Context: an optimization exercise on an open-source flow, tuned for small area and a short achievable clock period. The choices shown serve that exercise and are no tape-out recipe. Only simulation tests tie the RTL to the original design; equivalence was not proved. The flow treats the clock pin as an ideal source, which a real chip does not have.

Setup of job 5653:
// Multiplier_Wrapper
module Multiplier_Wrapper #(parameter N = 32, bits = N-1, prod = 2*bits+1)(
    input clk, rst,  
    input [bits:0] a_in, b_in,  
    output reg [prod:0] p  
    );
Settings: LEC_CHECK=0, CAP_MARGIN=20, CORE_MARGIN=2, CORE_UTILIZATION=40, SLEW_MARGIN=20, SYNTH_HIERARCHICAL=1, SYNTH_MINIMUM_KEEP_SIZE=0; clock period 19.5 ns.
standard.sh (not shown) runs the stock make flow with config.mk's settings and CLKGATE_MAP_FILE= SYNTH_SCRIPT=/design/flow/synth_recipe.tcl, a recipe that flattens the netlist after the stock synthesis.
==> flow/flow/run.sh <==
#!/bin/bash
# Layout flow: the standard ORFS flow (standard.sh, synthesis unchanged) with
#  - every synthesized cell first set to the smallest size of its family
#    (flow/downsize.tcl), so that the repair steps size up only what timing needs;
#  - port buffers of the smallest buffer cell (buf_1) instead of the default pick;
#  - repair_timing asked to leave 14.2 ns of setup slack. The clock period and all
#    constraints stay the design's own; the margin only makes the repair work harder.
# Each tool's output goes to a log file of its own in this folder.
set -euo pipefail
M=14.2
R=orfs/results/$FLOW_PLATFORM/Multiplier_Wrapper/base
bash standard.sh SETUP_SLACK_MARGIN=$M synth > synth.log 2>&1
RESULTS=$R LIB=$FLOW_HOME/platforms/$FLOW_PLATFORM/lib/sky130_fd_sc_hd__tt_025C_1v80.lib DONT_USE="" \
  openroad -no_init -exit flow/downsize.tcl > downsize.log 2>&1
bash standard.sh SETUP_SLACK_MARGIN=$M "BUFFER_PORTS_ARGS=-buffer_cell sky130_fd_sc_hd__buf_1" \
  "POST_CTS_TCL=$PWD/flow/skew.tcl" "SKEW_CHAIN=clkbuf_1 clkbuf_8"  finish > finish.log 2>&1
==> flow/flow/skew.tcl <==
set block [ord::get_db_block]
set db [ord::get_db]
set chain $::env(SKEW_CHAIN)
set groups [dict create]
foreach inst [$block getInsts] {
  if { ![regexp {^p\\?\[[0-9]+\\?\]} [$inst getName]] } { continue }
  set it [$inst findITerm CLK]
  if { $it eq "NULL" } { continue }
  set net [$it getNet]
  dict lappend groups [$net getName] $inst
}
set g 0
dict for {netname insts} $groups {
  set net [$block findNet $netname]
  set sx 0
  set sy 0
  foreach inst $insts {
    set bb [$inst getBBox]
    incr sx [expr { ([$bb xMin] + [$bb xMax]) / 2 }]
    incr sy [expr { ([$bb yMin] + [$bb yMax]) / 2 }]
  }
  set n [llength $insts]
  set x [expr { $sx / $n }]
  set y [expr { $sy / $n }]
  set cur $net
  set k 0
  foreach cell $chain {
    set master [$db findMaster sky130_fd_sc_hd__$cell]
    set buf [odb::dbInst_create $block $master "pskew_${g}_${k}"]
    set out [odb::dbNet_create $block "pskew_net_${g}_${k}"]
    $out setSigType CLOCK
    [$buf findITerm A] connect $cur
    [$buf findITerm X] connect $out
    $buf setLocation $x $y
    $buf setPlacementStatus PLACED
    set cur $out
    incr k
  }
  foreach inst $insts {
    set it [$inst findITerm CLK]
    $it disconnect
    $it connect $cur
  }
  puts "skew: leaf net $netname: $n p registers behind [llength $chain] buffers"
  incr g
}
detailed_placement
check_placement -verbose
Other scripts of this flow, unchanged in this note and not shown: flow/flow/downsize.tcl
## Diff of input files: job 5820 against job 5653
--- a/flow/flow/run.sh
+++ b/flow/flow/run.sh
@@ -5,3 +5,3 @@
 #  - port buffers of the smallest buffer cell (buf_1) instead of the default pick;
-#  - repair_timing asked to leave 14.2 ns of setup slack. The clock period and all
+#  - repair_timing asked to leave 13.8 ns of setup slack. The clock period and all
 #    constraints stay the design's own; the margin only makes the repair work harder.
@@ -9,3 +9,3 @@
 set -euo pipefail
-M=14.2
+M=13.8
 R=orfs/results/$FLOW_PLATFORM/Multiplier_Wrapper/base
@@ -15,2 +15,2 @@
 bash standard.sh SETUP_SLACK_MARGIN=$M "BUFFER_PORTS_ARGS=-buffer_cell sky130_fd_sc_hd__buf_1" \
-  "POST_CTS_TCL=$PWD/flow/skew.tcl" "SKEW_CHAIN=clkbuf_1 clkbuf_8"  finish > finish.log 2>&1
+  "POST_CTS_TCL=$PWD/flow/skew.tcl" "SKEW_CHAIN=clkdlybuf4s25_1 clkbuf_8"  finish > finish.log 2>&1
## What came out
Compared job 5820 vs job 5653, and final RePlAce weighted congestion is up in job 5820.
The hold slack in job 5820 sits 0.19 ns below the value recorded for job 5653.
Cell count: job 5820 lower than job 5653
Compared with job 5653, job 5820 shows design area that has gone down by a few percent.
Per the comparison of job 5820 with job 5653, maximum achievable frequency shows a reduction of about 6.4%; combined area of the multi-input logic cells went down about 4.7%; final wirelength decreased 5.6%; share of cell area taken by flip-flops and latches shows an increase of 0.52 points; vertical die dimension about even.
The inputs of job 7846 differ from those of job 5820 as listed below.
- PLACE_DENSITY: unset -> 0.72
--- a/flow/flow/run.sh
+++ b/flow/flow/run.sh
@@ -5,3 +5,3 @@
 #  - port buffers of the smallest buffer cell (buf_1) instead of the default pick;
-#  - repair_timing asked to leave 13.8 ns of setup slack. The clock period and all
+#  - repair_timing asked to leave 14.1 ns of setup slack. The clock period and all
 #    constraints stay the design's own; the margin only makes the repair work harder.
@@ -9,3 +9,3 @@
 set -euo pipefail
-M=13.8
+M=14.1
 R=orfs/results/$FLOW_PLATFORM/Multiplier_Wrapper/base
==> summary.txt <==
Looking only at first-pass GRT wire length, and setting everything else aside, the lower value of job 7846 and job 5820 goes to job 7846. Of job 7846 and job 5820, the higher layout filler cell count belongs to job 5820. The worst setup path endpoint comes out t[17] in one run and p[25] in the other, namely in job 5820 and job 7846 respectively. Diff job 5820..job 7846 | inverter count | unchanged. Between job 7846 and job 5820, the required time of the worst setup path is lower for job 7846. Changes observed in job 7846 relative to job 5820: post-route worst setup slack moved up, placed wire-length estimate moved down.
For job 8513, these inputs were changed with respect to job 7846:
- GPL_TIMING_DRIVEN now 1, previously not set
- PLACE_DENSITY no longer set, was 0.72
--- a/flow/flow/run.sh
+++ b/flow/flow/run.sh
@@ -5,3 +5,3 @@
 #  - port buffers of the smallest buffer cell (buf_1) instead of the default pick;
-#  - repair_timing asked to leave 14.1 ns of setup slack. The clock period and all
+#  - repair_timing asked to leave 14 ns of setup slack. The clock period and all
 #    constraints stay the design's own; the margin only makes the repair work harder.
@@ -9,3 +9,3 @@
 set -euo pipefail
-M=14.1
+M=14
 R=orfs/results/$FLOW_PLATFORM/Multiplier_Wrapper/base
## What came out
Looking at the reports, job 8513 completed the entire flow and the layout it produced met the timing, design-rule and antenna checks.
Job 8513 against job 7846: design area dropped 0.49%.
The count of nets after finishing on job 8513 is in line with that on job 7846.
Looking at post-route met1 wirelength, job 8513 sits 12% above job 7846.
Compared job 8513 vs job 7846, and number of antenna violations at the first check in global routing is up in job 8513.
Period utilization of job 8513 is on par with job 7846.
diff inputs: job 8513 => job 7636
- clearing GPL_TIMING_DRIVEN, which used to be 1
## What came out
Job 8513 -> job 7636: max-slew violation count flat. Taking job 8513 as the reference, in job 7636 first-pass GRT wire length shows no meaningful change, total placed instance area held steady, accumulated negative setup slack neither gained nor lost much. The worst-case hold slack on job 7636 is in line with that on job 8513.

==> port drivers added, routing unchanged <==
How much do the figures lean on ideal ports? The routed layouts below were timed once more, with nothing changed but the port constraints.
Step 1: set_driving_cell puts a clkbuf_16 on clk and a buf_2 on each other input, an assumption about the parent block.
Step 2, shift: input delay + t, output delay - t, t = (earliest + latest rising clock arrival at the registers) / 2. This alone moves slack from input paths to output paths.
a / b / c = ideal ports / drivers / drivers and shift; a / b = the first two.
run | t, ns | setup WS [ns] | latest minus earliest clock arrival (ns) | worst register clock-pin slew, ns | worst data-port slew with drivers (ns) | pins driven straight from the clock port
job 5653 | 0.681 | 14.233 / 14.237 / 13.592 | 0.252 / 0.252 | 0.09 / 0.09 | 0.05 | 1
job 5820 | 0.765 | 13.872 / 13.911 / 13.146 | 0.428 / 0.428 | 0.09 / 0.09 | 0.05 | 1
job 7846 | 0.783 | 14.069 / 14.009 / 13.355 | 0.450 / 0.450 | 0.11 / 0.11 | 0.05 | 1
job 8513 | 0.760 | 14.079 / 14.070 / 13.358 | 0.425 / 0.425 | 0.09 / 0.09 | 0.04 | 1
job 7636 | 0.760 | 14.079 / 14.070 / 13.358 | 0.425 / 0.425 | 0.09 / 0.09 | 0.04 | 1
Clock arrivals are far apart in job 5820, job 7846, job 8513 and job 7636, so t is only a midpoint there and step 2 fits no single register. For job 5820, which loses most, drivers alone change the setup slack by +0.039 ns; drivers and shift together by -0.726 ns.
